From an optimization exercise on the open Yosys and OpenROAD flow, aimed at small area; shortcuts taken in it are not production practice.
The RTL was checked by simulation tests, not by an equivalence proof against the original design.
Power and IR drop assume default switching activity.

## run.sh

```bash
#!/bin/bash
# synth_recipe.tcl (not shown) runs the flow's synth.tcl, then flattens the netlist and writes it again
# the make line also repeats each setting of config.mk as NAME=value (left out here)
make -C /OpenROAD-flow-scripts/flow DESIGN_CONFIG=/design/flow/config.mk WORK_HOME=/design/flow/orfs CLKGATE_MAP_FILE= SYNTH_SCRIPT=/design/flow/synth_recipe.tcl finish
```

## design.v

```verilog
module UCIE_ctl_CNTL (
	input 				i_rst_n,
	input 				i_fdi_lclk,
	input 		[3:0] 	i_fdi_lp_state_req,
	input 				i_fdi_lp_rx_active_sts,
	input				i_fdi_lp_linkerror,
	input 		[3:0] 	i_rdi_pl_state_sts,
	input 				i_rdi_pl_inband_pres,
	input 		[2:0] 	i_rdi_pl_speedmode,
	input 		[2:0] 	i_rdi_pl_lnk_cfg,
	input 				i_rdi_pl_phyinrecenter,
	input 				i_rdi_pl_error,
	input 				i_rdi_pl_cerror,
	input 				i_rdi_pl_nferror,
	input 				i_rdi_pl_trainerror,
	input  			 	i_csr_UCIe_Link_Control_Retrain,
	input 		[31:0] 	i_csr_ADVCAP,
	input 				i_tx_overflow,
	input 				i_rx_overflow,
	input 				i_sb_busy_flag,
	input 				i_sb_pl_valid,
	input 		[4:0] 	i_sb_pl_decode,
	input 		[31:0] 	i_sb_pl_adv_cap_val,
	input 				i_sb_src_error,
	input 				i_sb_dst_error,
	input 				i_sb_opcode_error,
	input 				i_sb_unsupported_message,
	input 				i_sb_parity_error,
	output reg 	[3:0] 	o_fdi_pl_state_sts,
	output reg 			o_fdi_pl_inband_pres,
	output 	 			o_fdi_pl_rx_active_req,
	output 	 	[2:0] 	o_fdi_pl_protocol,
	output 	 	[3:0] 	o_fdi_pl_protocol_flitfmt,
	output 	 			o_fdi_pl_protocol_vld,
	output 	 	[2:0]	o_fdi_pl_speedmode,
	output 	 	[2:0]	o_fdi_pl_lnk_cfg,
	output 				o_fdi_pl_error,
	output 				o_fdi_pl_cerror,
	output 				o_fdi_pl_nferror,
	output 				o_fdi_pl_phyinrecenter,
	output 				o_fdi_pl_trainerror,
	output reg 	[3:0] 	o_rdi_lp_state_req,
	output 	 			o_rdi_lp_linkerror,
	output reg 	[4:0]	o_sb_lp_decode,
	output 	 			o_sb_lp_valid,
	output 	 	[31:0]	o_sb_lp_adv_cap_val,
	output reg			o_csr_wr,
	output reg [7:0]	o_csr_addr,
	output reg [31:0] 	o_csr_wdata
);
	localparam [4:0] GR   = 5'b00000;	 
	localparam [4:0] RST  = 5'b00001;	 
	localparam [4:0] REQ  = 5'b00011;	 
	localparam [4:0] SEE  = 5'b00010;	 
	localparam [4:0] NF   = 5'b00110;	 
	localparam [4:0] ND   = 5'b00111;	 
	localparam [4:0] SSAR = 5'b00101;	 
	localparam [4:0] SARR = 5'b00100;	 
	localparam [4:0] WRX  = 5'b01100;	 
	localparam [4:0] ORX  = 5'b01101;	 
	localparam [4:0] SSAP = 5'b01111;	 
	localparam [4:0] ACT  = 5'b01110;	 
	localparam [4:0] PRR  = 5'b01010;	 
	localparam [4:0] RTR  = 5'b01011;	 
	localparam [4:0] PLE  = 5'b01001;	 
	localparam [4:0] LE   = 5'b01000;	 
	localparam [4:0] SLQ  = 5'b11000;	 
	localparam [4:0] SLP  = 5'b11001;	 
	localparam [4:0] PLR  = 5'b11011;	 
	localparam [4:0] LR   = 5'b11010;	 
	localparam [4:0] PAR  = 5'b11110;	 
	reg [4:0] cs, ns;
	wire s_gr   = (cs == GR);
	wire s_rst  = (cs == RST);
	wire s_req  = (cs == REQ);
	wire s_see  = (cs == SEE);
	wire s_nf   = (cs == NF);
	wire s_nd   = (cs == ND);
	wire s_ssar = (cs == SSAR);
	wire s_sarr = (cs == SARR);
	wire s_wrx  = (cs == WRX);
	wire s_orx  = (cs == ORX);
	wire s_ssap = (cs == SSAP);
	wire s_act  = (cs == ACT);
	wire s_prr  = (cs == PRR);
	wire s_rtr  = (cs == RTR);
	wire s_ple  = (cs == PLE);
	wire s_le   = (cs == LE);
	wire s_slq  = (cs == SLQ);
	wire s_slp  = (cs == SLP);
	wire s_plr  = (cs == PLR);
	wire s_lr   = (cs == LR);
	wire s_par  = (cs == PAR);
	reg [2:0] sts_q;		 
	reg       inb_q;		 
	reg       te_q;			 
	reg [1:0] prot_q;		 
	reg       fmt_q;		 
	reg [2:0] spd_q, cfg_q;	 
	reg       lpr_q;		 
	reg       lerr_q;		 
	reg       nop_q;		 
	reg       tx_q, rx_q;	 
	reg       tnop_q;		 
	reg       busy_q;		 
	reg       ent_q;		 
	reg [3:0] caps_q;		 
	reg [3:0] neg_q;		 
	reg [7:0] tcnt;			 
	reg       tflag;		 
	wire les     = (i_rdi_pl_state_sts == 4'b1010);
	wire pl_rst  = (i_rdi_pl_state_sts == 4'b0000);
	wire pl_act  = (i_rdi_pl_state_sts == 4'b0001);
	wire pl_lr   = (i_rdi_pl_state_sts == 4'b1001);
	wire pl_rtr  = (i_rdi_pl_state_sts == 4'b1011);
	wire lp_nop  = (i_fdi_lp_state_req == 4'b0000);
	wire lp_act  = (i_fdi_lp_state_req == 4'b0001);
	wire lp_lr   = (i_fdi_lp_state_req == 4'b1001);
	wire lp_rtr  = (i_fdi_lp_state_req == 4'b1011);
	wire sb_cap  = i_sb_pl_valid & (i_sb_pl_decode == 5'b00000);
	wire sb_areq = i_sb_pl_valid & (i_sb_pl_decode == 5'b10101);
	wire sb_arsp = i_sb_pl_valid & (i_sb_pl_decode == 5'b11001);
	wire sb_lreq = i_sb_pl_valid & (i_sb_pl_decode == 5'b10111);
	wire sb_lrsp = i_sb_pl_valid & (i_sb_pl_decode == 5'b11011);
	wire cap_eq  = (i_csr_ADVCAP == i_sb_pl_adv_cap_val);
	wire sb_err  = i_sb_src_error | i_sb_dst_error | i_sb_opcode_error |
	               i_sb_parity_error | i_sb_unsupported_message;
	wire to      = tflag;
	wire sts_hold = s_req | s_ssar | s_sarr | s_wrx | s_orx | s_ssap | s_ple | s_slq | s_par;
	always @(*) begin
		if (sts_hold)               o_fdi_pl_state_sts = {sts_q[2], 1'b0, sts_q[1], sts_q[0]};
		else if (s_act | s_prr)     o_fdi_pl_state_sts = 4'b0001;
		else if (s_rtr)             o_fdi_pl_state_sts = 4'b1011;
		else if (s_le)              o_fdi_pl_state_sts = 4'b1010;
		else if (s_slp | s_plr | s_lr) o_fdi_pl_state_sts = 4'b1001;
		else                        o_fdi_pl_state_sts = 4'b0000;
	end
	always @(*) begin
		if (s_req | s_ple)
			o_fdi_pl_inband_pres = inb_q;
		else
			o_fdi_pl_inband_pres = s_nd | s_ssar | s_sarr | s_wrx | s_orx | s_ssap | s_act | s_prr | s_rtr;
	end
	wire te_i = s_nf | (s_ple & te_q);
	assign o_fdi_pl_rx_active_req = s_orx | s_ssap | s_act;
	assign o_fdi_pl_protocol_vld  = s_nd | s_ssar | s_sarr | s_wrx | s_orx | s_ssap | s_act | s_rtr | (s_req & sts_q[2]);
	wire phy_i = s_req | s_see | s_nf | s_nd | s_ssar | s_sarr | s_wrx | s_orx | s_ssap | s_prr | s_rtr;
	wire see_ok = s_see & cap_eq & sb_cap;
	wire [2:0] prot_sel = i_csr_ADVCAP[4] ? 3'b111 : i_csr_ADVCAP[3] ? 3'b100 : (i_csr_ADVCAP[1] | i_csr_ADVCAP[2]) ? 3'b101 : 3'b000;
	wire [1:0] prot_d = ((s_gr | see_ok) & prot_sel[2]) ? prot_sel[1:0] : s_nf ? 2'b00 : prot_q;
	assign o_fdi_pl_protocol = {prot_d[1], prot_d[0], prot_d[0]};
	wire fmt_d = (s_gr | s_see) ? 1'b1 : s_nf ? 1'b0 : fmt_q;
	assign o_fdi_pl_protocol_flitfmt = {3'b000, fmt_d};
	wire lnk_upd = s_see | s_act | s_prr | s_rtr;
	assign o_fdi_pl_speedmode = s_gr ? 3'b000 : lnk_upd ? i_rdi_pl_speedmode : spd_q;
	assign o_fdi_pl_lnk_cfg   = s_gr ? 3'b001 : lnk_upd ? i_rdi_pl_lnk_cfg   : cfg_q;
	wire req_act = s_req & (nop_q | (~sts_q[2] & ~sts_q[0] & i_rdi_pl_inband_pres));
	always @(*) begin
		if (s_prr | (s_rtr & lpr_q))     o_rdi_lp_state_req = 4'b1011;
		else if (s_plr | (s_lr & lpr_q)) o_rdi_lp_state_req = 4'b1001;
		else if (s_par | req_act)        o_rdi_lp_state_req = 4'b0001;
		else                             o_rdi_lp_state_req = 4'b0000;
	end
	assign o_rdi_lp_linkerror = s_ple | (s_le & lerr_q);
	always @(*) begin
		case (1'b1)
			s_ssar:  o_sb_lp_decode = 5'b10101;
			s_ssap:  o_sb_lp_decode = 5'b11001;
			s_slq:   o_sb_lp_decode = 5'b10111;
			s_slp:   o_sb_lp_decode = 5'b11011;
			default: o_sb_lp_decode = 5'b00000;
		endcase
	end
	assign o_sb_lp_valid = s_see | s_ssar | s_ssap | s_slq | s_slp;
	assign o_sb_lp_adv_cap_val = s_see ? i_csr_ADVCAP : 32'd0;
	wire busy_edge = i_sb_busy_flag & ~busy_q;
	wire ent = (s_see | s_ssar | s_ssap | s_slq | s_slp) & (ent_q | busy_edge);
	wire [3:0] caps = s_gr ? 4'd0 : s_nd ? neg_q : caps_q;
	wire sts_is_act = (~sts_q[2] & sts_q[0] & s_slq) | s_act | s_prr;
	wire ld = (sts_is_act & (i_tx_overflow | i_rx_overflow)) | i_fdi_lp_linkerror | sb_err;
	wire to_par_exch = s_see & to;
	wire to_adapter  = (s_ssar | s_wrx | s_orx | s_slq) & to;
	wire to_sst      = (s_prr | s_plr | s_par) & to;
	reg tnop_d;
	always @(*) begin
		tnop_d = tnop_q;
		ns = cs;
		case (cs)
			GR: ns = RST;
			RST: begin
				if (les) ns = LE;
				else if (ld) ns = PLE;
				else if (sb_lreq) ns = SLP;
				else if (lp_lr & tnop_q) ns = SLQ;
				else begin
					if (i_rdi_pl_inband_pres | (lp_act & tnop_q)) ns = REQ;
					tnop_d = lp_nop & ~i_rdi_pl_inband_pres;
				end
			end
			REQ, SEE, SSAR, WRX, ORX, PRR, ND, SARR, SSAP, ACT, RTR: begin
				if (les) ns = LE;
				else if (ld | (to & (s_req | s_see | s_ssar | s_wrx | s_orx | s_prr))) ns = PLE;
				else if (sb_lreq) ns = SLP;
				else if (lp_lr) ns = SLQ;
				else case (cs)
					REQ:  if (pl_act) ns = inb_q ? SSAR : SEE;
					SEE:  if (sb_cap & ent_q | sb_cap & busy_edge) ns = cap_eq ? ND : NF;
					ND:   ns = lp_act ? SSAR : WRX;
					SSAR: if (i_sb_pl_valid & ent) begin
					          if (sb_areq & ~rx_q) ns = ORX;
					          else if (sb_arsp) ns = SARR;
					      end
					SARR: ns = rx_q ? ACT : WRX;
					WRX:  if (sb_areq) ns = ORX;
					      else if (lp_act & ~tx_q) ns = SSAR;
					ORX:  if (i_fdi_lp_rx_active_sts) ns = SSAP;
					SSAP: if (ent) begin
					          if (tx_q) ns = ACT;
					          else if (sb_arsp) ns = SARR;
					          else if (lp_act) ns = SSAR;
					      end
					ACT:  if (pl_rtr) ns = RTR;
					      else if (lp_rtr | i_csr_UCIe_Link_Control_Retrain | i_rdi_pl_error) ns = PRR;
					PRR:  if (pl_rtr) ns = RTR;
					RTR:  begin
					          if (lp_act & tnop_q) ns = REQ;
					          tnop_d = lp_nop;
					      end
					default: ;
				endcase
			end
			NF: ns = PLE;
			PLE: if (les) ns = LE;
			LE: begin
				if (pl_rst) ns = RST;
				else if (to & ~ld & lp_act) ns = PAR;
			end
			SLQ: begin
				if (les) ns = LE;
				else if (ld | to) ns = PLE;
				else if (ent) begin
					if (sb_lrsp) ns = PLR;
					else if (sb_lreq) ns = SLP;
				end
			end
			SLP: begin
				if (les) ns = LE;
				else if (ld) ns = PLE;
				else if (ent & pl_lr) ns = LR;
			end
			PLR: begin
				if (les) ns = LE;
				else if (ld | to) ns = PLE;
				else if (pl_lr) ns = LR;
			end
			LR: begin
				if (les) ns = LE;
				else if (ld) ns = PLE;
				else if (pl_rst) ns = RST;
				else if (lp_act) ns = PAR;
			end
			PAR: begin
				if (ld | to) ns = PLE;
				else if (sb_lreq) ns = SLP;
				else if (lp_lr) ns = SLQ;
				else if (pl_rst) ns = RST;
			end
			default: ns = GR;
		endcase
	end
	wire t_en = (s_req | s_see | s_ssar | s_wrx | s_orx | s_prr | s_le | s_slq | s_plr | s_par) & ~tflag;
	wire t_fire = (tcnt == 8'd150);
	wire t_zero = (tcnt == 8'd0);
	wire [7:0] t_inc = tcnt + 8'd1;
	always @(posedge i_fdi_lclk or negedge i_rst_n) begin
		if (!i_rst_n) begin
			cs <= GR;
			sts_q <= 3'b000; inb_q <= 1'b0; te_q <= 1'b0; prot_q <= 2'b00; fmt_q <= 1'b0;
			spd_q <= 3'b000; cfg_q <= 3'b000; lpr_q <= 1'b0; lerr_q <= 1'b0; nop_q <= 1'b0;
			tx_q <= 1'b0; rx_q <= 1'b0; tnop_q <= 1'b0; busy_q <= 1'b0; ent_q <= 1'b0;
			caps_q <= 4'd0; neg_q <= 4'd0; tcnt <= 8'd0; tflag <= 1'b0;
		end else begin
			cs <= ns;
			sts_q <= {o_fdi_pl_state_sts[3], o_fdi_pl_state_sts[1], o_fdi_pl_state_sts[0]};
			inb_q <= o_fdi_pl_inband_pres;
			te_q <= te_i;
			prot_q <= prot_d;
			fmt_q <= fmt_d;
			spd_q <= o_fdi_pl_speedmode;
			cfg_q <= o_fdi_pl_lnk_cfg;
			lpr_q <= |o_rdi_lp_state_req;
			lerr_q <= o_rdi_lp_linkerror;
			nop_q <= s_req & (nop_q | ~(~sts_q[2] & ~sts_q[0] & i_rdi_pl_inband_pres));
			tx_q <= s_sarr | (tx_q & ~(s_gr | s_rst | s_act));
			rx_q <= s_ssap | (rx_q & ~(s_gr | s_rst | s_act));
			tnop_q <= tnop_d;
			busy_q <= i_sb_busy_flag;
			ent_q <= ent;
			caps_q <= caps;
			if (s_see) neg_q <= i_csr_ADVCAP[3:0];
			if (!t_en) begin
				tcnt <= 8'd0; tflag <= 1'b0;
			end else if (t_fire) begin
				tcnt <= 8'd0; tflag <= 1'b1;
			end else begin
				tcnt <= (t_zero & ~s_le) ? 8'd61 : t_inc;
				tflag <= 1'b0;
			end
		end
	end
	assign o_fdi_pl_error         = i_rdi_pl_error;
	assign o_fdi_pl_cerror        = i_rdi_pl_cerror;
	assign o_fdi_pl_nferror       = i_rdi_pl_nferror;
	assign o_fdi_pl_trainerror    = i_rdi_pl_trainerror | te_i;
	assign o_fdi_pl_phyinrecenter = i_rdi_pl_phyinrecenter | phy_i;
	localparam [2:0] L_IDLE = 3'd0, L_LINK = 3'd1, L_INT = 3'd2, L_ADP = 3'd3, L_UNC = 3'd4, L_CLR = 3'd5;
	reg [2:0] ls, lns;
	reg q_err, q_cerr, q_nferr, q_trerr, q_corr, q_nfat, q_fat;
	reg q_src, q_dst, q_opc, q_uns, q_par, q_tx, q_rx, q_phy;
	reg [2:0] l_cfg, l_spd;			 
	reg l_b17, l_b19, l_b20, l_b21, l_upd;
	reg [6:0] l_int;				 
	reg [5:0] l_unc;
	reg [1:0] l_adp;
	reg l_ertr;
	wire sb_corr = i_sb_pl_valid & (i_sb_pl_decode == 5'b11100);
	wire sb_nfat = i_sb_pl_valid & (i_sb_pl_decode == 5'b11101);
	wire sb_fat  = i_sb_pl_valid & (i_sb_pl_decode == 5'b11110);
	wire p_err   = i_rdi_pl_error   & ~q_err;
	wire p_cerr  = i_rdi_pl_cerror  & ~q_cerr;
	wire p_nferr = i_rdi_pl_nferror & ~q_nferr;
	wire p_inv   = te_i & ~te_q;
	wire p_trerr = o_fdi_pl_trainerror & ~q_trerr;
	wire p_corr  = sb_corr & ~q_corr;
	wire p_nfat  = sb_nfat & ~q_nfat;
	wire p_fat   = sb_fat  & ~q_fat;
	wire p_src   = i_sb_src_error & ~q_src;
	wire p_dst   = i_sb_dst_error & ~q_dst;
	wire p_opc   = i_sb_opcode_error & ~q_opc;
	wire p_uns   = i_sb_unsupported_message & ~q_uns;
	wire p_par   = i_sb_parity_error & ~q_par;
	wire p_tx    = i_tx_overflow & ~q_tx;
	wire p_rx    = i_rx_overflow & ~q_rx;
	wire link_st   = (o_fdi_pl_state_sts == 4'b0001) | (o_fdi_pl_state_sts == 4'b1011);
	wire link_st_q = sts_q[0] & (~sts_q[2] | sts_q[1]);
	wire ertr      = (o_fdi_pl_state_sts == 4'b1011);
	wire ertr_q    = sts_q[2] & sts_q[1] & sts_q[0];
	wire p_link    = link_st ^ link_st_q;
	wire p_ertr    = ertr & ~ertr_q;
	wire p_phy     = o_fdi_pl_phyinrecenter ^ q_phy;
	wire p_caps    = (caps != caps_q);
	wire p_cfg     = (o_fdi_pl_lnk_cfg != cfg_q);
	wire p_spd     = (o_fdi_pl_speedmode != spd_q);
	wire       u_upd = l_upd | (p_caps & (caps != 4'd0)) | (link_st & (p_cfg | p_spd)) | p_link | p_phy;
	wire [2:0] u_cfg = (link_st & p_cfg) ? o_fdi_pl_lnk_cfg : l_cfg;
	wire [2:0] u_spd = (link_st & p_spd) ? o_fdi_pl_speedmode : l_spd;
	wire       u_b17 = l_b17 | p_link;
	wire       u_b19 = l_b19 | p_err | p_cerr | p_corr;
	wire       u_b20 = l_b20 | p_nferr;
	wire       u_b21 = l_b21 | p_trerr;
	wire [6:0] u_int = l_int | {p_rx, p_tx, p_par, p_uns, p_opc, p_dst, p_src};
	wire [5:0] u_unc = l_unc | {p_inv, p_nfat, p_fat, (p_src | p_dst | p_opc | p_par | p_uns | p_tx | p_rx), p_rx, to_adapter};
	wire [1:0] u_adp = l_adp | {to_sst, to_par_exch};
	wire       u_ertr = l_ertr | p_ertr;
	wire link_pend = u_upd | u_b19 | u_b20 | u_b21;
	wire int_pend  = |u_int;
	wire unc_pend  = |u_unc;
	wire adp_pend  = |u_adp;
	always @(*) begin
		case (ls)
			L_IDLE: lns = link_pend ? L_LINK : int_pend ? L_INT : unc_pend ? L_UNC : adp_pend ? L_ADP : u_ertr ? L_CLR : L_IDLE;
			L_LINK: lns = int_pend ? L_INT : unc_pend ? L_UNC : adp_pend ? L_ADP : L_IDLE;
			L_INT:  lns = link_pend ? L_LINK : unc_pend ? L_UNC : adp_pend ? L_ADP : L_IDLE;
			L_UNC:  lns = link_pend ? L_LINK : int_pend ? L_INT : adp_pend ? L_ADP : L_IDLE;
			L_ADP:  lns = link_pend ? L_LINK : int_pend ? L_INT : unc_pend ? L_UNC : L_IDLE;
			default: lns = L_IDLE;
		endcase
	end
	always @(*) begin
		o_csr_wr = 1'b1;
		o_csr_addr = 8'h00;
		o_csr_wdata = 32'd0;
		case (ls)
			L_CLR:  o_csr_addr = 8'h10;
			L_LINK: begin
				o_csr_addr = 8'h14;
				o_csr_wdata = {10'd0, u_b21, u_b20, u_b19, 1'b0, u_b17, o_fdi_pl_phyinrecenter, link_st,
				               1'b0, u_spd, 1'b0, u_cfg, 3'b000, caps};
			end
			L_INT: begin o_csr_addr = 8'h24; o_csr_wdata = {24'd0, u_int[6:5], 1'b0, u_int[4:0]}; end
			L_UNC: begin o_csr_addr = 8'h34; o_csr_wdata = {26'd0, u_unc}; end
			L_ADP: begin o_csr_addr = 8'h2c; o_csr_wdata = {30'd0, u_adp}; end
			default: o_csr_wr = 1'b0;
		endcase
	end
	always @(posedge i_fdi_lclk or negedge i_rst_n) begin
		if (!i_rst_n) begin
			ls <= L_IDLE;
			q_err <= 1'b0; q_cerr <= 1'b0; q_nferr <= 1'b0; q_trerr <= 1'b0;
			q_corr <= 1'b0; q_nfat <= 1'b0; q_fat <= 1'b0;
			q_src <= 1'b0; q_dst <= 1'b0; q_opc <= 1'b0; q_uns <= 1'b0; q_par <= 1'b0;
			q_tx <= 1'b0; q_rx <= 1'b0; q_phy <= 1'b0;
			l_cfg <= 3'd0; l_spd <= 3'd0;
			l_b17 <= 1'b0; l_b19 <= 1'b0; l_b20 <= 1'b0; l_b21 <= 1'b0; l_upd <= 1'b0;
			l_int <= 7'd0; l_unc <= 6'd0; l_adp <= 2'd0; l_ertr <= 1'b0;
		end else begin
			ls <= lns;
			q_err <= i_rdi_pl_error; q_cerr <= i_rdi_pl_cerror; q_nferr <= i_rdi_pl_nferror;
			q_trerr <= o_fdi_pl_trainerror;
			q_corr <= sb_corr; q_nfat <= sb_nfat; q_fat <= sb_fat;
			q_src <= i_sb_src_error; q_dst <= i_sb_dst_error; q_opc <= i_sb_opcode_error;
			q_uns <= i_sb_unsupported_message; q_par <= i_sb_parity_error;
			q_tx <= i_tx_overflow; q_rx <= i_rx_overflow;
			q_phy <= o_fdi_pl_phyinrecenter;
			l_cfg <= u_cfg; l_spd <= u_spd;
			l_b17 <= u_b17 & (ls != L_LINK);
			l_b19 <= u_b19 & (ls != L_LINK);
			l_b20 <= u_b20 & (ls != L_LINK);
			l_b21 <= u_b21 & (ls != L_LINK);
			l_upd <= u_upd & (ls != L_LINK);
			l_int <= u_int & {7{ls != L_INT}};
			l_unc <= u_unc & {6{ls != L_UNC}};
			l_adp <= u_adp & {2{ls != L_ADP}};
			l_ertr <= u_ertr & (ls != L_CLR);
		end
	end
endmodule
```

## constraint.sdc

```tcl
create_clock -name core_clock -period 6.0 [get_ports {i_fdi_lclk}]
set_input_delay 1.2000 -clock core_clock [delete_from_list [all_inputs] [get_ports {i_fdi_lclk}]]
set_output_delay 1.2000 -clock core_clock [all_outputs]
set_load 0.01 [all_outputs]
```

## config.mk

```make
export PLATFORM = sky130hd
export DESIGN_NAME = UCIE_ctl_CNTL
export DESIGN_NICKNAME = UCIE_ctl_CNTL
export VERILOG_FILES = /design/flow/design.v
export SDC_FILE = /design/flow/constraint.sdc
export NUM_CORES = 4
export LEC_CHECK = 0
export CAP_MARGIN = 20
export CORE_MARGIN = 2
export CORE_UTILIZATION = 40
export SLEW_MARGIN = 20
```

==> run summary, run 1 <==
* Status: timing/DRC/antenna clean
* Commonest cells after routing, fill and taps aside: clkdlybuf4s50_1 (188), nor2_1 (107), dfrtp_1 (89), nand2_1 (63), a21oi_1 (50)
* Initial Utilization at 41.1%
* Worst Path Required at 4.80 ns
* Clk buf depth at 2
* Register area share after synthesis at 34.0%
* Fmax at 187 MHz
* Top FF cell, synth: dfrtp_1
* WL final at 23,600 um
* CP top delay family: buffers and inverters
* Clk pin slew, worst setup/hold paths at 0.07 ns
* Drt first pass iters at 7
* Setup Fix Bufs, Post-CTS at 0
* Cell Rows at 46
* Netlist cell types at 86
* CP Capture Type: output port
* Crit path DAT at 4.13 ns
* First-pass GRT wire length at 37,500 um
* Lkg Pwr at 3.69 nW
* Synth top area share at 34.0%
* Met3 GRT Util at 4.77%
* Post-DP HPWL at 18,400 um
* Warnings, synthesis at 1
* Drt drc at 0
* Fin. Hold Viols at 0
* Die area at 0.0174 mm^2
* Largest net degree at the start of global routing at 55
* Tmin final at 5.33 ns
* Placer Congestion at 1.02
* Cells after Synth at 798
* Crit path kind: input port to output port
* IO Pins at 212
* Asr flop ratio synth at 100%
* Synth area leader: dfrtp_1
* Reg area at 0.00223 mm^2
* Final setup violation count at 0
* Least-Margin Pin Slew at 0.959 ns
* Crit-path max FO at 5
* I/O Buffers at 189
* CTS tree: built
* DR iter-0 viols at 672
* VDD IR max at 207 uV
* DR vias/cell at 5.66
* Die H at 132 um
* M1 GR Usage at 38.0%
* Area grow syn2layout at 33.9%
* CP cell instances: clkdlybuf4s50_1, xor2_1, nor4_1, nand4_1, nor3_1, nand2_1, nand2_1, a21oi_1, a311oi_1, clkdlybuf4s50_1
* Tot Pwr at 3.58 mW
* Startpoint types: input port
* Final Core Density at 55.1%
* Slew headroom at 35.6%
* Synth top area cells: dfrtp_1 (34%), nor2_1 (6.1%), xor2_1 (5.6%)
* Later-pin clock latency in the skew report at 0.35 ns
* Critical path's largest stage delay at 0.63 ns
* Max Cap Viol at 0
* ANT nets after route at 0
* CP max stage cell: clkdlybuf4s50_1
* Slew Limit Fails at 0
* Global Route met2 Usage at 44.2%
* Core area at 0.0159 mm^2
* Per-cell routed wire length at 19.9 um
* Hold WC Path Type: flip-flop to flip-flop
* Layout cells sized above 1 at 6.60%
* Sink Count at 89
* DR vias at 6,714
* Nets at 1,071
* Clock skew at 0.00768 ns
* Worst hold path depth at 1
* Average size of a mapped cell at 8.22 um^2
* P per Cell Area at 407 mW/mm^2
* R2R cell count at 8
* GR peak layer: met2
* FILL cells at 1,475
* FF+latch count, synth at 89
* Post-CTS Resized at 0
* Most common cell after layout, fill and taps aside: clkdlybuf4s50_1
* Area of the multi-input gates at 0.00386 mm^2
* Root Driver: clkbuf_16
* Final period utilization at 88.9%
* Num CTS Buffers at 9
* Number of buffers and inverters on the critical path at 2
* EDFF count, synth at 0
* Critical Path Stages at 10
* Setup TNS at 0 ns
* Mapped Area at 0.00656 mm^2
* # H-tree levels at 3
* Vias in the first global route at 6,495
* Grt ovf at 0
* GRT Util Overall at 27.1%
* Die Wd at 132 um
* Diode count at 0
* Quantity of hold-fixing buffers added after cts at 0
* Initial antenna violation count at 0
* RSZ-0062 raised after global routing: no
metal layers:
| layer | routed length (um) | share of wire (%) |
|---|---|---|
| met5 | 0 | 0 |
| met4 | 194 | 0.82 |
| met3 | 1330 | 5.6 |
| met2 | 11500 | 49 |
| met1 | 10600 | 45 |
flip-flops by register name, indices dropped and copies added (netlist names), 3 cells and up:
| register | cells |
|---|---|
| caps_q | 4 |
| cfg_q | 3 |
| cs | 5 |
| l_cfg | 3 |
| l_int | 7 |
| l_spd | 3 |
| l_unc | 6 |
| ls | 3 |
| neg_q | 4 |
| spd_q | 3 |
| sts_q | 3 |
| tcnt | 8 |
worst reg2reg max path, cell delays in order (launching register included):
cell and delay, ns:
dfrtp_1 0.66, buf_4 0.35, or3b_1 0.30, nor4_2 0.12, or3_1 0.42, nor4b_1 0.65
o31ai_1 0.24, nand3_2 0.23, mux2_1 0.37
worst paths after layout:
path,from,endpoint,slack (ns)
worst min-delay path,l_spd[2],l_spd[2],0.48
max in group asynchronous,i_rst_n,q_nferr,4.11
worst max-delay path,i_csr_ADVCAP[3],o_fdi_pl_protocol[1],0.67
worst max register to register,cs[2],cs[0],2.53
worst min register to register,l_spd[2],l_spd[2],0.48
min in group asynchronous,i_rst_n,tnop_q,0.83
cell families after synthesis:
group	Yosys count	synth area share, %
xor gates and xnor gates	48	6.41
AOI/OAI and AO/OA	172	17.6
other	1	0.0572
muxes	22	3.65
and+or+nand+nor	367	29.3
adders and majority gates	3	0.573
DFF	89	34.0
buffers and inverters	96	8.44
through the flow:
step,hold WS (ns),cells,setup WS (ns),instance area (um^2)
after floorplan,0.452,819,1.97,6640
after global placement,0.464,1170,0.802,8460
after detailed placement,0.471,1170,0.661,8460
after CTS,0.487,1186,0.667,8780
after global routing,0.506,1186,0.420,8780
final,0.484,1186,0.666,8780
where the power goes:
group | leakage, nW | switching, mW | total, mW | internal, mW
Sequential | 1.12 | 0.165 | 0.932 | 0.767
Clock | 0.162 | 0.258 | 0.627 | 0.369
Combinational | 2.41 | 1.17 | 2.02 | 0.852
Total | 3.69 | 1.59 | 3.58 | 1.99
cells in the mapped netlist, drive strengths merged, types with 7 or more instances:
cell type	instances
nor3	27
nor2b	22
o211ai	8
nand4	7
a21oi	50
o22ai	9
mux2	15
o21ai	35
buf	50
nand2	64
nor2	107
and2	10
or3	7
and3	38
a31oi	10
nor4	21
nand3	24
dfrtp	89
inv	28
clkbuf	17
xor2	42
mux2i	7
nand2b	12
area by class of cell:
cell class	count	area share (%)
multi-input combinational	634	44.0
sequential	89	25.4
timing repair buffer	202	22.6
tap	216	3.08
clock buffer	9	2.56
inverter	29	1.24
clock inverter	7	1.13
==> run 2, diff against run 1 <==
--- a/config.mk
+++ b/config.mk
@@ -8,4 +8,5 @@
 export CAP_MARGIN = 20
 export CORE_MARGIN = 2
 export CORE_UTILIZATION = 40
+export CTS_BUF_LIST = sky130_fd_sc_hd__clkbuf_8
 export SLEW_MARGIN = 20
==> run 2 against run 1 <==
Still clean on timing, DRC and antenna. First-iteration DRC count grew 2.8%. Global-route usage shrank 0.19 points. Clock skew shrank 0.0020 ns. Wire length shrank 0.19%. Non-clock buffer count is the same. Combinational power is essentially flat. Final area shrank 1.2%. Synthesized cell count is the same. Worst setup slack lost 0.042 ns. Hold slack gained 0.0063 ns. Fmax shrank 0.78%. Critical endpoint unchanged. Largest power group unchanged.
==> run summary, run 2 <==
* Status: timing/DRC/antenna clean
* Hold Startpoint: l_spd[2]
* Average size of a mapped cell at 8.22 um^2
* FF-to-FF End: cs[0]
* DR vias/cell at 5.64
* Logic pwr share at 58.9%
* Top-count cell post-synth: nor2_1
* Max Cap Viol at 0
* Quantity of hold-fixing buffers added after cts at 0
* Layout cells sized above 1 at 6.60%
* CP top delay family: buffers and inverters
* FILL cells at 1,494
* Clk pin slew, worst setup/hold paths at 0.09 ns
* Commonest cells after routing, fill and taps aside: clkdlybuf4s50_1 (188), nor2_1 (107), dfrtp_1 (89), nand2_1 (63), a21oi_1 (50)
* Regs by FF count: tcnt: 8 flops, l_int: 7 flops, l_unc: 6 flops
* Crit path kind: input port to output port
* # H-tree levels at 3
* Critical path's largest stage delay at 0.63 ns
* Largest Register: tcnt
* Clock skew at 0.00570 ns
* CTS tree: built
* WL final at 23,600 um
* Placer Congestion at 1.02
* Die Wd at 132 um
* WHS Endpoint: l_spd[2]
* Clk buf depth at 2
* Per-cell routed wire length at 19.9 um
* Area grow syn2layout at 32.4%
* Fmax at 186 MHz
* Hold WC Path Type: flip-flop to flip-flop
* Final Cell Area at 0.00868 mm^2
* Clock power frac at 13.9%
* Most common cell after layout, fill and taps aside: clkdlybuf4s50_1
* First-pass GRT wire length at 37,300 um
* GRT Util Overall at 26.9%
* Drt drc at 0
* Slew headroom at 33.9%
* Mapped Area at 0.00656 mm^2
* Final setup violation count at 0
* DR vias at 6,689
* Worst flop-to-flop path startpoint: cs[2]
* Nets at 1,071
* Warnings, synthesis at 1
* Max reg flops at 8
* CP cell instances: clkdlybuf4s50_1, xor2_1, nor4_1, nand4_1, nor3_1, nand2_1, nand2_1, a21oi_1, a311oi_1, clkdlybuf4s50_1
* Fin. Hold Viols at 0
* Slew Limit Fails at 0
* Die H at 132 um
* Final worst slack at 0.624 ns
* R2R cell count at 8
* Synth top area cells: dfrtp_1 (34%), nor2_1 (6.1%), xor2_1 (5.6%)
* Grt ovf at 0
* Final period utilization at 89.6%
* Setup Fix Bufs, Post-CTS at 0
* Setup TNS at 0 ns
* Asr flop ratio synth at 100%
* CP max stage cell: clkdlybuf4s50_1
* IO Pins at 212
* Synth area leader: dfrtp_1
* DR iter-0 viols at 691
* Number of buffers and inverters on the critical path at 2
* Diode count at 0
* Top FF cell, synth: dfrtp_1
* VDD IR max at 191 uV
* Worst Path Required at 4.80 ns
* Netlist cell types at 86
* CP Capture Type: output port
* Largest net degree at the start of global routing at 55
* Register area share after synthesis at 34.0%
* Cell Rows at 46
* Later-pin clock latency in the skew report at 0.38 ns
* Post-Place Worst Slack at 0.661 ns
* Vias in the first global route at 6,496
* Drt first pass iters at 5
* Switch share at 45.8%
* P per Cell Area at 395 mW/mm^2
* Crit-path max FO at 5
* Internal power at 1.86 mW
* Post-CTS Resized at 0
* Flop-to-flop setup slack at 2.48 ns
* Initial antenna violation count at 0
* RSZ-0062 raised after global routing: no
* Switch Pwr at 1.57 mW
* Synth top area share at 34.0%
* Crit path DAT at 4.18 ns
* Num CTS Buffers at 9
* Initial Utilization at 41.1%
* Lkg Pwr at 3.65 nW
* Die area at 0.0174 mm^2
* Sink Count at 89
* EDFF count, synth at 0
* Final Core Density at 54.4%
* Tmin final at 5.38 ns
* I/O Buffers at 189
* FF+latch count, synth at 89
* Seq pwr share at 27.2%
* Startpoint types: input port
* Least-Margin Pin Slew at 0.984 ns
* Worst hold path depth at 1
* Post-DP Area at 0.00846 mm^2
* Root Driver: clkbuf_8
* Core area at 0.0159 mm^2
* ANT nets after route at 0
* Post-DP HPWL at 18,400 um
* Cells after Synth at 798
* Commonest cells post-synth: nor2_1 (107), dfrtp_1 (89), nand2_1 (63), a21oi_1 (50), xor2_1 (42)
[run 2: cell type report]
cell class | count | area [um^2] | area share (%)
Timing Repair Buffer | 202 | 1990 | 22.9
Sequential cell | 89 | 2230 | 25.7
Inverter | 29 | 109 | 1.25
Tap cell | 216 | 270 | 3.11
Multi-Input combinational cell | 634 | 3860 | 44.5
Clock buffer | 9 | 124 | 1.43
Clock inverter | 7 | 98.8 | 1.14
[run 2: power by group through the flow]
| stage | sequential, mW | clock (mW) | combinational (mW) |
|---|---|---|---|
| after floorplan | 0.865 | 0 | 1.29 |
| after global placement | 0.930 | 0 | 1.97 |
| after detailed placement | 0.938 | 0 | 2.00 |
| after CTS | 0.926 | 0.490 | 2.01 |
| after global routing | 0.958 | 0.520 | 2.18 |
| final | 0.932 | 0.477 | 2.02 |
[run 2: routing by layer]
metal  vias to the layer above  global-route usage (%)  part of all wire (%)
met5                         -                       0                     0
met3                        21                    4.50                   6.4
met1                      3250                    38.0                    44
met2                       280                    44.0                    49
li1                       3138                       -                     -
met4                         0                    4.65                  0.93
[run 2: stage by stage]
stage | hold slack, ns | power, mW | cells
detailed placement | 0.471 | 2.94 | 1170
global route | 0.513 | 3.66 | 1186
global placement | 0.464 | 2.90 | 1170
CTS | 0.493 | 3.42 | 1186
floorplan | 0.452 | 2.16 | 819
finish | 0.490 | 3.43 | 1186
[run 2: worst max path at each step]
stage	slack [ns]	end	depth (start not counted)	start
floorplan	1.97	o_fdi_pl_protocol[1]	9	i_csr_ADVCAP[21]
global placement	0.80	o_fdi_pl_protocol[0]	10	i_csr_ADVCAP[3]
CTS	0.67	o_fdi_pl_protocol[1]	10	i_csr_ADVCAP[3]
global route	0.42	o_fdi_pl_protocol[0]	10	i_csr_ADVCAP[3]
detailed placement	0.66	o_fdi_pl_protocol[1]	10	i_csr_ADVCAP[3]
finish	0.62	o_fdi_pl_protocol[1]	10	i_csr_ADVCAP[3]
[run 2: logic make-up after synthesis]
group | after synthesis | share of synthesized area [%]
xor+xnor | 48 | 6.41
simple gates | 367 | 29.3
compound gates | 172 | 17.6
flops | 89 | 34.0
fa+ha+maj | 3 | 0.573
mux | 22 | 3.65
buf+inv | 96 | 8.44
other cells | 1 | 0.0572
==> run 3, diff against run 2 <==
==> flow/run.sh (new file) <==
#!/bin/bash
set -euo pipefail
bash standard.sh finish "BUFFER_PORTS_ARGS=-buffer_cell sky130_fd_sc_hd__buf_1" > standard_flow.log 2>&1
==> standard.sh (new file) <==
#!/bin/bash
# synth_recipe.tcl (not shown) runs the flow's synth.tcl, then flattens the netlist and writes it again
# the make line also repeats each setting of config.mk as NAME=value (left out here)
make -C /OpenROAD-flow-scripts/flow DESIGN_CONFIG=/design/flow/config.mk WORK_HOME=/design/flow/orfs CLKGATE_MAP_FILE= SYNTH_SCRIPT=/design/flow/synth_recipe.tcl "${@:-finish}"
--- a/config.mk
+++ b/config.mk
@@ -8,5 +8,4 @@
 export CAP_MARGIN = 20
 export CORE_MARGIN = 2
 export CORE_UTILIZATION = 40
-export CTS_BUF_LIST = sky130_fd_sc_hd__clkbuf_8
 export SLEW_MARGIN = 20
removed: run.sh
==> run 3 against run 2 <==
Still clean on timing, DRC and antenna. Clock skew rose by 0.0050 ns. Power fell by 5.3%. Sequential share of layout area rose by 3.8 points. Hold slack got worse by 0.0074 ns. Register-to-register slack got worse by 0.06 ns. Synthesized area did not move. Final cell count fell by 0.25%. Sequential power rose by 2%. First-iteration DRC count fell by 24%. Critical path type is now flip-flop to output port.
==> run summary, run 3 <==
* IO Pins at 212
* Asr flop ratio synth at 100%
* Diode count at 0
* Quantity of hold-fixing buffers added after cts at 0
* Compound-cell area share of the yosys netlist at 17.6%
* Vias in the first global route at 6,173
* Post-DP HPWL at 16,200 um
* EDFF count, synth at 0
* Average size of a mapped cell at 8.22 um^2
* Placer Congestion at 0.958
* Tot Pwr at 3.24 mW
* Post-Synth Adder-Cell Area at 0.573%
* Top-count cell post-synth: nor2_1
* Fmax at 204 MHz
* Setup Fix Bufs, Post-CTS at 0
* Register area share after synthesis at 34.0%
* Combinational family with the most area after synthesis: simple AND/OR/NAND/NOR gates
* WHS Endpoint: l_spd[0]
* Drt first pass iters at 5
* Top FF cell, synth: dfrtp_1
* Sink Count at 89
* Later-pin clock latency in the skew report at 0.36 ns
* Slew Limit Fails at 0
* VDD IR max at 214 uV
* Post-Synth XOR/XNOR Area at 6.41%
* Crit-path max FO at 22
* Status: timing/DRC/antenna clean
* Worst flop-to-flop path startpoint: cs[4]
* Startpoint types: flip-flop
* First-pass GRT wire length at 33,600 um
* DR vias at 6,523
* Most common cell after layout, fill and taps aside: buf_1
* Commonest cells after routing, fill and taps aside: buf_1 (188), nor2_1 (107), dfrtp_1 (89), nand2_1 (63), a21oi_1 (50)
* DR vias/cell at 5.51
* Mux contribution to synthesized area at 3.65%
* CTS tree: built
* Core area at 0.0159 mm^2
* ANT nets after route at 0
* Synth top area share at 34.0%
* CP Capture Type: output port
* Regs by FF count: tcnt: 8 flops, l_int: 7 flops, l_unc: 6 flops
* Cells after Synth at 798
* Synth top area cells: dfrtp_1 (34%), nor2_1 (6.1%), xor2_1 (5.6%)
* Synth area leader: dfrtp_1
* Warnings, synthesis at 1
* Netlist cell types at 86
* Per-cell routed wire length at 17.8 um
* Area of the multi-input gates at 0.00386 mm^2
* Max Cap Viol at 0
* Max reg flops at 8
* Lkg Pwr at 3.19 nW
* GRT Util Overall at 24.1%
* Fin. Hold Viols at 0
* Largest Register: tcnt
* FF-to-FF End: cs[3]
* P per Cell Area at 429 mW/mm^2
* Clock skew at 0.0107 ns
* Area grow syn2layout at 15.3%
* Initial antenna violation count at 0
* Root Driver: clkbuf_16
* Final setup violation count at 0
* Die Wd at 132 um
* Reg area at 0.00223 mm^2
* Least-Margin Pin Slew at 0.934 ns
* Flop-to-flop setup slack at 2.42 ns
* Cell Rows at 46
* # H-tree levels at 3
* Post-CTS Resized at 0
* Num CTS Buffers at 9
* Worst Path Required at 4.80 ns
* Commonest cells post-synth: nor2_1 (107), dfrtp_1 (89), nand2_1 (63), a21oi_1 (50), xor2_1 (42)
* RSZ-0062 raised after global routing: no
* Clk pin slew, worst setup/hold paths at 0.07 ns
* Hold WC Path Type: flip-flop to flip-flop
* I/O Buffers at 189
* Clk buf depth at 2
* Die area at 0.0174 mm^2
* Drt drc at 0
* Grt ovf at 0
* Hold Startpoint: l_spd[0]
* DR iter-0 viols at 526
* FF+latch count, synth at 89
* Setup TNS at 0 ns
* R2R cell count at 8
* FILL cells at 1,646
* Final period utilization at 81.6%
* Nets at 1,068
* Worst hold path depth at 1
* Crit path kind: flip-flop to output port
* Initial Utilization at 41.1%
* Die H at 132 um
* Largest net degree at the start of global routing at 49
* Tmin final at 4.89 ns
* Layout cells sized above 1 at 6.20%
* WL final at 21,100 um
* Slew headroom at 37.2%
* Post-Synth Simple-Gate Area at 29.3%
* Mapped Area at 0.00656 mm^2
* Crit path DAT at 3.69 ns
-- run 3: cell counts after synthesis --
Identical to the previous run, type by type.
-- run 3: cells by family after synthesis --
family | count (synthesis)
adders and majority gates | 3
AOI/OAI and AO/OA | 172
muxes | 22
DFF | 89
xor gates and xnor gates | 48
other | 1
and+or+nand+nor | 367
buffers and inverters | 96
-- run 3: critical path, cell delays in order, from the launching register on --
cell	delay, ns
dfrtp_1	0.68
or3_1	0.64
nor3_4	0.61
nor3_1	0.13
a211oi_1	0.40
or2_1	0.23
mux2_1	0.35
and2_1	0.16
buf_1	0.12
-- run 3: stage by stage --
stage	hold WS (ns)	instance area, um^2	utilization (%)	setup WS (ns)	instances
after floorplan	0.452	6640	-	1.97	819
after global placement	0.464	7250	45.5	1.54	1167
after detailed placement	0.472	7250	45.5	1.49	1167
after CTS	0.487	7560	47.4	1.10	1183
after global routing	0.509	7560	47.4	0.874	1183
final	0.483	7560	47.4	1.11	1183
-- run 3: layer usage --
layer	global-route usage, %	wire [um]	up-vias	part of all wire [%]
met5	0	0	-	0
met4	7.85	559	0	2.7
met3	3.92	1150	41	5.4
met2	37.1	9530	246	45
met1	34.5	9840	3092	47
li1	-	-	3144	-
-- run 3: worst max path at each step --
| stage | startpoint | end | slack (ns) | depth (start not counted) |
|---|---|---|---|---|
| 6_report | cs[4] | o_csr_wdata[11] | 1.11 | 8 |
| 5_1_grt | cs[4] | o_csr_wdata[11] | 0.87 | 8 |
| 4_1_cts | cs[4] | o_csr_wdata[12] | 1.10 | 8 |
| 3_5_place_dp | cs[4] | o_csr_wdata[12] | 1.49 | 8 |
| 3_3_place_gp | cs[4] | o_csr_wdata[11] | 1.54 | 8 |
| 2_1_floorplan | i_csr_ADVCAP[21] | o_fdi_pl_protocol[1] | 1.97 | 9 |
-- run 3: cell type report --
type / instances / share of cell area [%]
clock inverter: 7 / 1.11
tap: 216 / 3.57
clock buffer: 9 / 2.98
sequential: 89 / 29.5
timing repair buffer: 199 / 10.4
multi-input combinational: 634 / 51.0
inverter: 29 / 1.44
-- run 3: report_power, final --
group / internal [mW] / switching, mW
registers: 0.767 / 0.180
logic: 0.579 / 1.12
clock network: 0.332 / 0.268
==> run 4, diff against run 3 <==
==> flow/run.sh (replaced) <==
#!/bin/bash
set -euo pipefail
bash standard.sh finish \
  "BUFFER_PORTS_ARGS=-buffer_cell sky130_fd_sc_hd__buf_1" \
  "CTS_ARGS=-sink_clustering_enable -repair_clock_nets -buf_list sky130_fd_sc_hd__clkbuf_8 -dont_use_dummy_load" \
  > standard_flow.log 2>&1
==> run 4 against run 3 <==
First-iteration DRC count grew 14%. Flip-flop and latch count is the same. Core utilization shrank 1.2 points. Sequential power hardly changed. Clock power down 43%. Register-to-register slack lost 0.03 ns. Synthesized cell count did not move. Wire length fell by 0.20%. Largest cell class unchanged. Largest power group unchanged.
==> run summary, run 4 <==
* Status: timing/DRC/antenna clean
* Fmax at 204 MHz
* Quantity of hold-fixing buffers added after cts at 0
* Startpoint types: flip-flop
* Post-CTS Resized at 0
* Nets at 1,068
* Register area share after synthesis at 34.0%
* VDD IR max at 184 uV
* Cells after Synth at 798
* # H-tree levels at 3
* Final setup violation count at 0
* Post-DP HPWL at 16,200 um
* Synth area leader: dfrtp_1
* Average size of a mapped cell at 8.22 um^2
* Die H at 132 um
* Clock skew at 0.0352 ns
* Slew headroom at 38.3%
* Clk buf depth at 2
* R2R cell count at 8
* Final Core Density at 46.3%
* Mapped Area at 0.00656 mm^2
* Core area at 0.0159 mm^2
* Synth top area cells: dfrtp_1 (34%), nor2_1 (6.1%), xor2_1 (5.6%)
* Root Driver: clkbuf_8
* Slew Limit Fails at 0
* Setup Fix Bufs, Post-CTS at 0
* Commonest cells after routing, fill and taps aside: buf_1 (188), nor2_1 (107), dfrtp_1 (89), nand2_1 (63), a21oi_1 (50)
* Top-count cell post-synth: nor2_1
* Initial antenna violation count at 0
* P per Cell Area at 405 mW/mm^2
* Placer Congestion at 0.958
* Setup TNS at 0 ns
* Drt drc at 0
* Vias in the first global route at 6,147
* Max Cap Viol at 0
* Regs by FF count: tcnt: 8 flops, l_int: 7 flops, l_unc: 6 flops
* Warnings, synthesis at 1
* Synth top area share at 34.0%
* FF+latch count, synth at 89
* Drt first pass iters at 5
* Asr flop ratio synth at 100%
* Commonest cells post-synth: nor2_1 (107), dfrtp_1 (89), nand2_1 (63), a21oi_1 (50), xor2_1 (42)
* Largest Register: tcnt
* CP Capture Type: output port
* Crit-path max FO at 22
* Worst Path Required at 4.80 ns
* Diode count at 0
* EDFF count, synth at 0
* Die area at 0.0174 mm^2
* Final period utilization at 81.6%
* Initial Utilization at 41.1%
* DR vias/cell at 5.51
* CTS tree: built
* GRT Util Overall at 24.0%
* Sink Count at 89
* First-pass GRT wire length at 33,500 um
* DR vias at 6,483
* Tot Pwr at 2.98 mW
* Per-cell routed wire length at 17.9 um
* FILL cells at 1,669
* Top FF cell, synth: dfrtp_1
* IO Pins at 212
* Fin. Hold Viols at 0
* Area grow syn2layout at 12.5%
* Most common cell after layout, fill and taps aside: buf_1
* Die Wd at 132 um
* Grt ovf at 0
* Least-Margin Pin Slew at 0.918 ns
* Num CTS Buffers at 9
* Crit path kind: flip-flop to output port
* Cell Rows at 46
* Layout cells sized above 1 at 5.52%
* WL final at 21,000 um
* DR iter-0 viols at 602
* Crit path DAT at 3.69 ns
* Worst hold path depth at 1
* Lkg Pwr at 3.10 nW
* Hold WC Path Type: flip-flop to flip-flop
* Netlist cell types at 86
* Clk pin slew, worst setup/hold paths at 0.07 ns
* Largest net degree at the start of global routing at 49
* Fin Hold WS at 0.482 ns
* ANT nets after route at 0
* RSZ-0062 raised after global routing: no
* I/O Buffers at 189
* Max reg flops at 8
* Later-pin clock latency in the skew report at 0.39 ns
* Tmin final at 4.89 ns
[run 4: cell counts after synthesis]
No cell type changed its count.
[run 4: critical path: stages (launching register included)]
cell and delay, ns:
dfrtp_1 0.68, or3_1 0.64, nor3_4 0.60, nor3_1 0.13, a211oi_1 0.41, or2_1 0.23, mux2_1 0.35, and2_1 0.16
buf_1 0.12
[run 4: worst paths after layout]
check / start / slack (ns) / end
worst max-delay path: cs[4] / 1.11 / o_csr_wdata[11]
worst min-delay path: l_spd[0] / 0.48 / l_spd[0]
worst max register to register: cs[4] / 2.39 / cs[3]
worst min register to register: l_spd[0] / 0.48 / l_spd[0]
max in group asynchronous: i_rst_n / 4.08 / nop_q
min in group asynchronous: i_rst_n / 0.87 / tnop_q
[run 4: power by group]
group          leakage, nW  switching (mW)  internal (mW)
Sequential            1.12           0.178          0.766
Combinational         1.91            1.12          0.579
Clock               0.0647           0.205          0.135
Total                 3.10            1.50           1.48
[run 4: cells by family after synthesis]
kind of cell	share of synthesized area, %
adder cells (fa/ha/maj)	0.573
multiplexers	3.65
XOR/XNOR	6.41
buffers and inverters	8.44
flip-flops	34.0
AND/OR/NAND/NOR	29.3
AO/OA/AOI/OAI	17.6
other	0.0572
[run 4: cell type report]
class | count | area (um^2) | area share [%]
tap | 216 | 270 | 3.66
clock buffer | 9 | 124 | 1.68
sequential | 89 | 2230 | 30.2
multi-input combinational | 634 | 3860 | 52.3
inverter | 29 | 109 | 1.48
timing repair buffer | 199 | 788 | 10.7
[run 4: through the flow]
step / setup WS, ns / std cells / instance area, um^2
after floorplan: 1.97 / 819 / 6640
final: 1.11 / 1176 / 7380
after global placement: 1.54 / 1167 / 7250
after detailed placement: 1.49 / 1167 / 7250
after CTS: 1.08 / 1176 / 7380
after global routing: 0.867 / 1176 / 7380
[run 4: layer usage]
layer  routed length [um]  vias up  track usage, %
met5                    0        -               0
met4                  574        0            8.03
met3                 1080       38            3.61
met2                 9480      237            37.0
met1                 9900     3084            34.4
li1                     -     3124               -
==> run 5, diff against run 4 <==
--- a/design.v
+++ b/design.v
@@ -97,9 +97,7 @@
 	reg [1:0] prot_q;		 
 	reg       fmt_q;		 
 	reg [2:0] spd_q, cfg_q;	 
-	reg       lpr_q;		 
-	reg       lerr_q;		 
-	reg       nop_q;		 
+	reg       aux_q;		 
 	reg       tx_q, rx_q;	 
 	reg       tnop_q;		 
 	reg       busy_q;		 
@@ -107,7 +105,6 @@
 	reg [3:0] caps_q;		 
 	reg [3:0] neg_q;		 
 	reg [7:0] tcnt;			 
-	reg       tflag;		 
 	wire les     = (i_rdi_pl_state_sts == 4'b1010);
 	wire pl_rst  = (i_rdi_pl_state_sts == 4'b0000);
 	wire pl_act  = (i_rdi_pl_state_sts == 4'b0001);
@@ -125,6 +122,8 @@
 	wire cap_eq  = (i_csr_ADVCAP == i_sb_pl_adv_cap_val);
 	wire sb_err  = i_sb_src_error | i_sb_dst_error | i_sb_opcode_error |
 	               i_sb_parity_error | i_sb_unsupported_message;
+	wire t_pre   = (tcnt[7:1] == 7'b1001011);
+	wire tflag   = t_pre & tcnt[0];
 	wire to      = tflag;
 	wire sts_hold = s_req | s_ssar | s_sarr | s_wrx | s_orx | s_ssap | s_ple | s_slq | s_par;
 	always @(*) begin
@@ -154,14 +153,14 @@
 	wire lnk_upd = s_see | s_act | s_prr | s_rtr;
 	assign o_fdi_pl_speedmode = s_gr ? 3'b000 : lnk_upd ? i_rdi_pl_speedmode : spd_q;
 	assign o_fdi_pl_lnk_cfg   = s_gr ? 3'b001 : lnk_upd ? i_rdi_pl_lnk_cfg   : cfg_q;
-	wire req_act = s_req & (nop_q | (~sts_q[2] & ~sts_q[0] & i_rdi_pl_inband_pres));
+	wire req_act = s_req & (aux_q | (~sts_q[2] & ~sts_q[0] & i_rdi_pl_inband_pres));
 	always @(*) begin
-		if (s_prr | (s_rtr & lpr_q))     o_rdi_lp_state_req = 4'b1011;
-		else if (s_plr | (s_lr & lpr_q)) o_rdi_lp_state_req = 4'b1001;
+		if (s_prr | (s_rtr & aux_q))     o_rdi_lp_state_req = 4'b1011;
+		else if (s_plr | (s_lr & aux_q)) o_rdi_lp_state_req = 4'b1001;
 		else if (s_par | req_act)        o_rdi_lp_state_req = 4'b0001;
 		else                             o_rdi_lp_state_req = 4'b0000;
 	end
-	assign o_rdi_lp_linkerror = s_ple | (s_le & lerr_q);
+	assign o_rdi_lp_linkerror = s_ple | (s_le & aux_q);
 	always @(*) begin
 		case (1'b1)
 			s_ssar:  o_sb_lp_decode = 5'b10101;
@@ -269,44 +268,39 @@
 		endcase
 	end
 	wire t_en = (s_req | s_see | s_ssar | s_wrx | s_orx | s_prr | s_le | s_slq | s_plr | s_par) & ~tflag;
-	wire t_fire = (tcnt == 8'd150);
+	wire t_fire = t_pre & ~tcnt[0];
 	wire t_zero = (tcnt == 8'd0);
 	wire [7:0] t_inc = tcnt + 8'd1;
 	always @(posedge i_fdi_lclk or negedge i_rst_n) begin
 		if (!i_rst_n) begin
 			cs <= GR;
-			sts_q <= 3'b000; inb_q <= 1'b0; te_q <= 1'b0; prot_q <= 2'b00; fmt_q <= 1'b0;
-			spd_q <= 3'b000; cfg_q <= 3'b000; lpr_q <= 1'b0; lerr_q <= 1'b0; nop_q <= 1'b0;
-			tx_q <= 1'b0; rx_q <= 1'b0; tnop_q <= 1'b0; busy_q <= 1'b0; ent_q <= 1'b0;
-			caps_q <= 4'd0; neg_q <= 4'd0; tcnt <= 8'd0; tflag <= 1'b0;
+			sts_q <= 3'b000; prot_q <= 2'b00; tnop_q <= 1'b0;
 		end else begin
 			cs <= ns;
 			sts_q <= {o_fdi_pl_state_sts[3], o_fdi_pl_state_sts[1], o_fdi_pl_state_sts[0]};
+			prot_q <= prot_d;
+			tnop_q <= tnop_d;
+		end
+	end
+	always @(posedge i_fdi_lclk) begin
 			inb_q <= o_fdi_pl_inband_pres;
 			te_q <= te_i;
-			prot_q <= prot_d;
 			fmt_q <= fmt_d;
 			spd_q <= o_fdi_pl_speedmode;
 			cfg_q <= o_fdi_pl_lnk_cfg;
-			lpr_q <= |o_rdi_lp_state_req;
-			lerr_q <= o_rdi_lp_linkerror;
-			nop_q <= s_req & (nop_q | ~(~sts_q[2] & ~sts_q[0] & i_rdi_pl_inband_pres));
+			aux_q <= (~les & (s_prr | s_plr | (s_rtr & aux_q & ~(lp_act & tnop_q)) | (s_lr & aux_q) |
+			                  (s_req & (aux_q | ~(~sts_q[2] & ~sts_q[0] & i_rdi_pl_inband_pres))))) |
+			         s_ple | (s_le & aux_q);
 			tx_q <= s_sarr | (tx_q & ~(s_gr | s_rst | s_act));
 			rx_q <= s_ssap | (rx_q & ~(s_gr | s_rst | s_act));
-			tnop_q <= tnop_d;
 			busy_q <= i_sb_busy_flag;
 			ent_q <= ent;
 			caps_q <= caps;
 			if (s_see) neg_q <= i_csr_ADVCAP[3:0];
-			if (!t_en) begin
-				tcnt <= 8'd0; tflag <= 1'b0;
-			end else if (t_fire) begin
-				tcnt <= 8'd0; tflag <= 1'b1;
-			end else begin
+			if (!t_en)
+				tcnt <= 8'd0;
+			else
 				tcnt <= (t_zero & ~s_le) ? 8'd61 : t_inc;
-				tflag <= 1'b0;
-			end
-		end
 	end
 	assign o_fdi_pl_error         = i_rdi_pl_error;
 	assign o_fdi_pl_cerror        = i_rdi_pl_cerror;
@@ -315,7 +309,8 @@
 	assign o_fdi_pl_phyinrecenter = i_rdi_pl_phyinrecenter | phy_i;
 	localparam [2:0] L_IDLE = 3'd0, L_LINK = 3'd1, L_INT = 3'd2, L_ADP = 3'd3, L_UNC = 3'd4, L_CLR = 3'd5;
 	reg [2:0] ls, lns;
-	reg q_err, q_cerr, q_nferr, q_trerr, q_corr, q_nfat, q_fat;
+	reg q_err, q_cerr, q_nferr, q_trerr;
+	reg [1:0] q_sbe;
 	reg q_src, q_dst, q_opc, q_uns, q_par, q_tx, q_rx, q_phy;
 	reg [2:0] l_cfg, l_spd;			 
 	reg l_b17, l_b19, l_b20, l_b21, l_upd;
@@ -331,9 +326,9 @@
 	wire p_nferr = i_rdi_pl_nferror & ~q_nferr;
 	wire p_inv   = te_i & ~te_q;
 	wire p_trerr = o_fdi_pl_trainerror & ~q_trerr;
-	wire p_corr  = sb_corr & ~q_corr;
-	wire p_nfat  = sb_nfat & ~q_nfat;
-	wire p_fat   = sb_fat  & ~q_fat;
+	wire p_corr  = sb_corr & ~(q_sbe == 2'b11);
+	wire p_nfat  = sb_nfat & ~(q_sbe == 2'b01);
+	wire p_fat   = sb_fat  & ~(q_sbe == 2'b10);
 	wire p_src   = i_sb_src_error & ~q_src;
 	wire p_dst   = i_sb_dst_error & ~q_dst;
 	wire p_opc   = i_sb_opcode_error & ~q_opc;
@@ -341,19 +336,20 @@
 	wire p_par   = i_sb_parity_error & ~q_par;
 	wire p_tx    = i_tx_overflow & ~q_tx;
 	wire p_rx    = i_rx_overflow & ~q_rx;
-	wire link_st   = (o_fdi_pl_state_sts == 4'b0001) | (o_fdi_pl_state_sts == 4'b1011);
+	wire lnk_act   = s_act | s_prr | s_rtr;		 
+	wire link_st   = lnk_act | (sts_hold & sts_q[0] & (~sts_q[2] | sts_q[1]));
 	wire link_st_q = sts_q[0] & (~sts_q[2] | sts_q[1]);
-	wire ertr      = (o_fdi_pl_state_sts == 4'b1011);
+	wire ertr      = s_rtr | (sts_hold & sts_q[2] & sts_q[1] & sts_q[0]);
 	wire ertr_q    = sts_q[2] & sts_q[1] & sts_q[0];
 	wire p_link    = link_st ^ link_st_q;
 	wire p_ertr    = ertr & ~ertr_q;
 	wire p_phy     = o_fdi_pl_phyinrecenter ^ q_phy;
-	wire p_caps    = (caps != caps_q);
-	wire p_cfg     = (o_fdi_pl_lnk_cfg != cfg_q);
-	wire p_spd     = (o_fdi_pl_speedmode != spd_q);
-	wire       u_upd = l_upd | (p_caps & (caps != 4'd0)) | (link_st & (p_cfg | p_spd)) | p_link | p_phy;
-	wire [2:0] u_cfg = (link_st & p_cfg) ? o_fdi_pl_lnk_cfg : l_cfg;
-	wire [2:0] u_spd = (link_st & p_spd) ? o_fdi_pl_speedmode : l_spd;
+	wire n_caps    = s_nd & (neg_q != caps_q) & (neg_q != 4'd0);	 
+	wire n_cfg     = lnk_act & (i_rdi_pl_lnk_cfg != cfg_q);		 
+	wire n_spd     = lnk_act & (i_rdi_pl_speedmode != spd_q);	 
+	wire       u_upd = l_upd | n_caps | n_cfg | n_spd | p_link | p_phy;
+	wire [2:0] u_cfg = n_cfg ? i_rdi_pl_lnk_cfg : l_cfg;
+	wire [2:0] u_spd = n_spd ? i_rdi_pl_speedmode : l_spd;
 	wire       u_b17 = l_b17 | p_link;
 	wire       u_b19 = l_b19 | p_err | p_cerr | p_corr;
 	wire       u_b20 = l_b20 | p_nferr;
@@ -397,7 +393,7 @@
 		if (!i_rst_n) begin
 			ls <= L_IDLE;
 			q_err <= 1'b0; q_cerr <= 1'b0; q_nferr <= 1'b0; q_trerr <= 1'b0;
-			q_corr <= 1'b0; q_nfat <= 1'b0; q_fat <= 1'b0;
+			q_sbe <= 2'b00;
 			q_src <= 1'b0; q_dst <= 1'b0; q_opc <= 1'b0; q_uns <= 1'b0; q_par <= 1'b0;
 			q_tx <= 1'b0; q_rx <= 1'b0; q_phy <= 1'b0;
 			l_cfg <= 3'd0; l_spd <= 3'd0;
@@ -407,7 +403,7 @@
 			ls <= lns;
 			q_err <= i_rdi_pl_error; q_cerr <= i_rdi_pl_cerror; q_nferr <= i_rdi_pl_nferror;
 			q_trerr <= o_fdi_pl_trainerror;
-			q_corr <= sb_corr; q_nfat <= sb_nfat; q_fat <= sb_fat;
+			q_sbe <= {sb_corr | sb_fat, sb_corr | sb_nfat};
 			q_src <= i_sb_src_error; q_dst <= i_sb_dst_error; q_opc <= i_sb_opcode_error;
 			q_uns <= i_sb_unsupported_message; q_par <= i_sb_parity_error;
 			q_tx <= i_tx_overflow; q_rx <= i_rx_overflow;
--- a/config.mk
+++ b/config.mk
@@ -5,6 +5,7 @@
 export SDC_FILE = /design/flow/constraint.sdc
 export NUM_CORES = 4
 export LEC_CHECK = 0
+export ABC_AREA = 1
 export CAP_MARGIN = 20
 export CORE_MARGIN = 2
 export CORE_UTILIZATION = 40
==> run 5 against run 4 <==
Final cell count increased by 14%. Non-clock buffer count decreased by 7. Via count about the same. Hold slack got worse by 0.021 ns. Die area decreased by 6.2%. Sequential share of layout area decreased by 1.6 points. Clock skew decreased by 0.012 ns. Critical endpoint is now o_fdi_pl_protocol[1]. Largest cell class unchanged.
==> run summary, run 5 <==
* Die H at 128 um
* Quantity of hold-fixing buffers added after cts at 0
* Logic pwr share at 53.7%
* Warnings, synthesis at 1
* DR iter-0 viols at 384
* Final Cell Area at 0.00705 mm^2
* Switch Pwr at 1.24 mW
* Lkg Pwr at 3.67 nW
* GRT Util Overall at 23.7%
* Drt first pass iters at 5
* Fin. Hold Viols at 0
* Later-pin clock latency in the skew report at 0.38 ns
* RSZ-0062 raised after global routing: no
* Tmin final at 4.00 ns
* IO Pins at 212
* Regs by FF count: tcnt: 8 flops, l_int: 7 flops, l_unc: 6 flops
* Crit path DAT at 2.80 ns
* Mapped Area at 0.00613 mm^2
* Slew headroom at 48.1%
* Max Cap Viol at 0
* Least-Margin Pin Slew at 0.772 ns
* Largest net degree at the start of global routing at 56
* Sink Count at 85
* Crit-path max FO at 4
* Max reg flops at 8
* Worst Path Required at 4.80 ns
* # H-tree levels at 3
* Final period utilization at 66.6%
* DR vias/cell at 4.84
* Seq pwr share at 33.1%
* Area grow syn2layout at 15.0%
* Combinational family with the most area after synthesis: simple AND/OR/NAND/NOR gates
* Core area at 0.0151 mm^2
* Nets at 1,258
* Clock skew at 0.0229 ns
* Per-cell routed wire length at 14.3 um
* WL final at 19,200 um
* Post-Synth Adder-Cell Area at 0.408%
* Cells after Synth at 968
* DR vias at 6,486
* Top FF cell, synth: dfrtp_1
* CTS tree: built
* Average size of a mapped cell at 6.34 um^2
* FF+latch count, synth at 85
* Diode count at 0
* Num CTS Buffers at 9
* Asr flop ratio synth at 64.7%
* Cell Rows at 45
* Drt drc at 0
* Vias in the first global route at 5,983
* Hold WC Path Type: flip-flop to flip-flop
* Clock power frac at 13.2%
* Synth top area share at 22.4%
* Initial antenna violation count at 0
* Startpoint types: input port
* Clk pin slew, worst setup/hold paths at 0.08 ns
* Slew Limit Fails at 0
* Post-Synth XOR/XNOR Area at 4.43%
* Post-Synth Simple-Gate Area at 37.6%
* Post-DP HPWL at 15,400 um
* Setup TNS at 0 ns
* Clk buf depth at 2
* Initial Utilization at 40.7%
* Root Driver: clkbuf_8
* Largest Register: tcnt
* Placer Congestion at 0.989
* Compound-cell area share of the yosys netlist at 8.77%
* Internal power at 1.30 mW
* Grt ovf at 0
* Top-count cell post-synth: nand2_1
* Final setup violation count at 0
* Synth area leader: dfrtp_1
* Fmax at 250 MHz
* Finished Layout Cells at 1,339
* First-pass GRT wire length at 30,300 um
* Dpl cells at 1,330
* Commonest cells post-synth: nand2_1 (214), nor2_1 (173), inv_1 (168), nand3_1 (58), dfrtp_1 (55)
* EDFF count, synth at 4
* Register area share after synthesis at 32.9%
* Crit path kind: input port to output port
* Post-DP Area at 0.00693 mm^2
* Post-CTS Resized at 0
* Die area at 0.0163 mm^2
* Status: timing/DRC/antenna clean
* Layout cells sized above 1 at 5.56%
* CP Capture Type: output port
* Commonest cells after routing, fill and taps aside: nand2_1 (214), buf_1 (188), nor2_1 (173), inv_1 (168), nand3_1 (57)
* Netlist cell types at 48
* VDD IR max at 144 uV
* P per Cell Area at 361 mW/mm^2
* Die Wd at 128 um
* Most common cell after layout, fill and taps aside: nand2_1
* ANT nets after route at 0
* Synth top area cells: dfrtp_1 (22%), nand2_1 (13%), nor2_1 (11%)
* Mux contribution to synthesized area at 0.673%
* I/O Buffers at 189
* Switch share at 48.8%
* Setup Fix Bufs, Post-CTS at 0
## run 5: cell types whose count changed in the layout (fill, tap and decap cells not counted), sizes merged, moves of 26 or more
cell   before  now
dfxtp       0   26
and3       38    1
dfrtp      89   55
xor2       42   12
inv        28  179
nand2      64  224
nand3      24   62
nor2      107  186
## run 5: final timing paths
check,start,end,slack (ns),depth (start not counted)
max,i_csr_ADVCAP[9],o_fdi_pl_protocol[1],2.00,10
min,fmt_q,fmt_q,0.46,2
max reg2reg,cs[4],cs[3],3.25,12
min reg2reg,fmt_q,fmt_q,0.46,2
max in group asynchronous,i_rst_n,q_sbe[0],4.50,2
min in group asynchronous,i_rst_n,cs[4],0.98,2
## run 5: power groups by stage
stage | clock network (mW) | logic (mW) | registers [mW]
2_1_floorplan | 0 | 0.978 | 0.821
4_1_cts | 0.344 | 1.37 | 0.841
5_1_grt | 0.362 | 1.56 | 0.863
6_report | 0.337 | 1.37 | 0.842
3_5_place_dp | 0 | 1.36 | 0.852
3_3_place_gp | 0 | 1.36 | 0.850
## run 5: cells by family after synthesis
logic type                 Yosys count
muxes                                4
DFF                                 85
xor gates and xnor gates            31
buffers and inverters              218
adders and majority gates            2
AOI/OAI and AO/OA                   97
other                                1
and+or+nand+nor                    530
## run 5: stage by stage
step           utilization (%)  hold WS [ns]  setup WS [ns]  power (mW)
5_1_grt                   46.7         0.494           1.70        2.79
6_report                  46.7         0.461           2.00        2.55
4_1_cts                   46.7         0.463           1.99        2.55
3_3_place_gp              45.9         0.436           2.08        2.21
2_1_floorplan                -         0.428           2.13        1.80
3_5_place_dp              45.9         0.442           2.00        2.21
## run 5: layout make-up
class	count	area, um^2
Inverter	179	674
Multi-Input combinational cell	686	3270
Clock buffer	9	124
Fill cell	1675	8040
Sequential cell	85	2020
Timing Repair Buffer	192	733
Tap cell	188	235
## run 5: metal layers
metal,GRT usage [%],part of all wire [%],vias up
met1,31.1,44,2851
met5,0,0,-
met2,39.8,46,286
li1,-,-,3318
met3,4.42,8.1,31
met4,7.24,2.1,0
## run 5: worst max-delay path: stages
cell and delay, ns:
buf_1 0.09, or2_2 0.29, a21oi_1 0.13, nand2_1 0.06
nor2_1 0.12, nand3_1 0.11, o21ai_0 0.17, o31ai_1 0.14
o21ai_0 0.30, buf_1 0.19

Setup slack of run 5, layout unchanged: 2.003 ns with ideal ports, 1.966 ns with driving cells assumed (clock clkbuf_16, inputs buf_2), 1.966 ns with port delays also shifted by the 0.406 ns mid clock arrival.
